Source: an optimization exercise on an open RTL-to-GDS flow (aim: small area, a short achievable clock period and few clock cycles per item). Production flows keep margins and buffers that such runs may drop.
At most, simulation tests tie the RTL to the original design; equivalence was not proved.

## job 1214
==> flow/design.v (excerpt) <==
module mult(
  input  reset,
  input  clk,
  input  [31:0] a_in,
  input  [31:0] b_in,
  input  start,
  output logic [63:0] product,
  output logic done);
  logic p1, m, g;
  logic [63:0] s_reg, c_reg;
  logic [11:0] b_reg;                   
  logic [5:0] eone, etwo, eneg;         
  logic [5:0] none, ntwo, nneg;
  logic [5:0] ng, ns;
  logic [63:0] accs, accc;
  always_ff @(posedge clk, negedge reset)
    if (~reset) begin
      p1 <= 1'b0;
      m  <= 1'b0;
      g  <= 1'b0;
    end else begin
      p1 <= start & ~g;
      m  <= (start & ~g) | p1;
      g  <= (start & ~g) | m;
    end
  assign done = g & ~m;
  genvar j;
  always_ff @(posedge clk)
    b_reg <= b_in[11:0];
  logic [12:0] nf;
  assign nf = p1 ? {b_reg, 1'b0} : b_in[23:11];
  generate
    for (j = 0; j < 6; j = j + 1) begin : g_enc
      assign none[j] = nf[2*j+1] ^ nf[2*j];
      assign ntwo[j] = (nf[2*j+2] & ~nf[2*j+1] & ~nf[2*j]) | (~nf[2*j+2] & nf[2*j+1] & nf[2*j]);
      assign nneg[j] = nf[2*j+2];
    end
  endgenerate
  ...
==> flow/config.mk <==
export PLATFORM = sky130hd
export DESIGN_NAME = mult
export DESIGN_NICKNAME = mult
export VERILOG_FILES = /design/flow/design.v
export SDC_FILE = /design/flow/constraint.sdc
export NUM_CORES = 4
export LEC_CHECK = 0
export CAP_MARGIN = 20
export CORE_MARGIN = 2
export CORE_UTILIZATION = 60
export GPL_TIMING_DRIVEN = 0
export PLACE_DENSITY = 0.75
export SETUP_SLACK_MARGIN = 0.05
export SLEW_MARGIN = 20
export SYNTH_HIERARCHICAL = 1
==> flow/constraint.sdc <==
create_clock -name core_clock -period 3.5 [get_ports {clk}]
set_input_delay 0.7000 -clock core_clock [delete_from_list [all_inputs] [get_ports {clk}]]
set_output_delay 0.7000 -clock core_clock [all_outputs]
set_load 0.01 [all_outputs]
standard.sh (not shown) runs the stock make flow with config.mk's settings and CLKGATE_MAP_FILE= SYNTH_SCRIPT=/design/flow/synth_recipe.tcl, a recipe that flattens the netlist after the stock synthesis.
==> flow/flow/run.sh <==
#!/bin/bash
set -euo pipefail
export BUFFER_PORTS_ARGS="-buffer_cell sky130_fd_sc_hd__buf_2"
bash standard.sh > standard_flow.log 2>&1
Job 1214 went all the way through the flow, and no timing, DRC or antenna check failed.
Testbench counts of job 1214, summed over its fixed seeds: cycles 9,600, items 2,400.
For job 1497, these inputs were changed with respect to job 1214:
Settings: SETUP_SLACK_MARGIN now 0.1, was 0.05.
[summary]
Comparing job 1214 against job 1497, there is no change at all in flip-flop and latch count. Per the comparison of job 1497 with job 1214, clock latency on the worst-skew pair shows no meaningful change, global-route usage shows no meaningful change, worst slew margin relative to its limit shows an increase of 2.4 points, hold slack shows a reduction of 0.0050 ns, filler cell count shows an increase of 67. Diff job 1214 -> job 1497: highest fanout seen on the critical path now sits lower.
Input changes introduced in job 5814 (baseline for comparison: job 1497):
Settings: SETUP_SLACK_MARGIN now 0.15, was 0.1.
[summary]
- Job 5814 has first-pass iteration count of the detailed router below what job 1497 had.
- Going from job 1497 to job 5814, overall global routing resource usage higher, utilization higher, number of antenna violations at the first check in global routing higher, layout buffering overhead excluding clock cells roughly the same.
- Between job 1497 and job 5814, the growth of design area from synthesis to finish is lower for job 1497.
- Between job 5814 and job 1497, it is job 5814 whose final area is higher, by 68 um2.
- Wire: job 5814 routes more than job 1497

---

Another version of the RTL of mult (not shown whole).
Size in the first run: about 1800 cells after synthesis, roughly 130 I/O pins, ~17000 um2 of cells after synthesis.
// mult
module mult(
  input  reset,
  input  clk,
  input  [31:0] a_in,
  input  [31:0] b_in,
  input  start,
  output logic [63:0] product,
  output logic done);
clock: 3.5 ns
lec_check: 0
cap_margin: 20
core_margin: 2
core_utilization: 60
gpl_timing_driven: 0
place_density: 0.75
setup_slack_margin: 0.05
slew_margin: 20
synth_hierarchical: 1
Scripts as last shown in full above: flow/flow/run.sh
The starting point finished but fails on setup timing.
Then changed:
SETUP_SLACK_MARGIN = 0.1   (was 0.05)
=> With this change the flow ran to the end with no violations; via count climbs by 1.1%; setup slack improves by 0.079 ns; worst hold slack is about the same; cell count climbs by 0.58%; critical path depth is unchanged; final area climbs by about 1.7%; global-route usage climbs by 0.37 points.
No run of this note included a check of the RTL's function; only the layout flow was run.

---

## build 92
Another version of the RTL of mult (not shown whole).
Size in the first run: ~1900 cells after synthesis, roughly 0.018 mm2 of cells after synthesis.
export LEC_CHECK = 0
export CAP_MARGIN = 20
export CORE_MARGIN = 2
export CORE_UTILIZATION = 60
export GPL_TIMING_DRIVEN = 0
export PLACE_DENSITY = 0.75
export SETUP_SLACK_MARGIN = 0.2
export SLEW_MARGIN = 20
export SYNTH_HIERARCHICAL = 1
create_clock -name core_clock -period 3.5 [get_ports {clk}]
Scripts as last shown in full above: flow/flow/run.sh
Testbench counts of build 92, summed over its fixed seeds: cycles 9,600, items 2,400.
> inputs changed (build 92 -> build 63)
- CTS_BUF_LIST now sky130_fd_sc_hd__clkbuf_8, previously not set
- SETUP_SLACK_MARGIN now 0.05, was 0.2
Results
Comparing count of buffers not belonging to the clock network in the layout for build 92 and build 63, the smaller number came from build 63.
The final critical delay including setup and external delays number comes out higher for build 63 vs build 92.
Looking at class of the most critical hold timing path, the input port to async pin result is from build 92; the input port to flip-flop one comes from build 63.
[compare] base=build 92 new=build 63: number of endpoints with negative hold slack in the final report flat, final wirelength fell by about 2.7%, placed wire-length estimate up about 2.2%.
Number of stages on the worst setup path for build 63 is higher than for build 92.
Looking at count of inserted antenna diode cells, build 63 sits below build 92.
Build 63 finished all stages; the layout is clean.
Diff build 63..build 92 | final sequential cell count | unchanged
> inputs changed (build 63 -> build 35)
- a deleted CTS_BUF_LIST that had been sky130_fd_sc_hd__clkbuf_8
- a change of SETUP_SLACK_MARGIN from 0.05 to 0.1
[summary]
- For the ratio of final minimum period to clock period, build 35 came in 0.67 points higher than build 63 did.
- Lower latest clock arrival within the worst-skew pair goes to build 35 over build 63.
- Build 35: all stages complete, timing, DRC and antenna checks passed
- Sequential cell area ends up lower on build 35.
Here is what was changed in the inputs of build 15 compared with build 35.
- swapping 0.1 for 0.05 in SETUP_SLACK_MARGIN
==> notes.md <==
Re non-clock buffer count: build 15 and build 35 aren't equal, and the higher value belongs to build 35. Portion of the layout cell area used by non-clock buffers came out lower on build 15 than on build 35. Build 15 against build 35: clock buffer count from CTS level, via count -124. Looking at last weighted congestion value of the routability-driven placer, build 15 sits 0.010 higher than build 35 does. Looking at clock distribution area overhead in the final layout, build 15 sits 0.33 points below build 35.

==> separate check: timing with driven ports <==
How much do the figures lean on ideal ports? The routed layouts below were timed once more, with nothing changed but the port constraints.
Step 1 sets driving cells, clkbuf_16 on the clock port and buf_2 on the other inputs (assumed; they add their load-dependent delay and slew).
Step 2 also shifts input and output timing later by t, the mid clock arrival at the registers, as if the neighbouring blocks saw the same clock.
Slacks: no drivers / after step 1 / after step 2; pairs: no drivers / after step 1.
| run | shift t [ns] | setup WS [ns] | hold WS [ns] | clock arrival spread, ns | worst slew at a driven data input, ns |
|---|---|---|---|---|---|
| job 1214 | 0.489 | 0.053 / 0.004 / -0.384 | 0.047 / 0.018 / 0.445 | 0.016 / 0.016 | 0.05 |
| job 1497 | 0.480 | 0.134 / 0.084 / -0.303 | 0.042 / 0.011 / 0.425 | 0.021 / 0.021 | 0.04 |
| job 5814 | 0.495 | 0.039 / -0.015 / -0.288 | 0.043 / 0.011 / 0.430 | 0.020 / 0.020 | 0.05 |
| the first run of note 2 | 0.497 | -0.008 / -0.061 / -0.381 | 0.028 / -0.004 / 0.440 | 0.020 / 0.021 | 0.04 |
| the second run of note 2 | 0.505 | 0.071 / 0.018 / -0.367 | 0.031 / 0.001 / 0.474 | 0.016 / 0.016 | 0.04 |
| build 92 | 0.486 | 0.081 / 0.028 / -0.333 | 0.039 / 0.007 / 0.458 | 0.019 / 0.018 | 0.09 |
| build 63 | 0.522 | 0.053 / 0.003 / -0.403 | 0.305 / 0.276 / 0.441 | 0.025 / 0.025 | 0.07 |
| build 35 | 0.493 | 0.029 / -0.025 / -0.328 | 0.041 / 0.012 / 0.453 | 0.016 / 0.016 | 0.08 |
| build 15 | 0.496 | 0.086 / 0.031 / -0.316 | 0.029 / -0.006 / 0.441 | 0.018 / 0.019 | 0.07 |
Met with ideal ports but missed after step 2: setup timing in 8 of these runs. For build 63, which loses most, drivers alone change the setup slack by -0.050 ns; drivers and shift together by -0.456 ns.
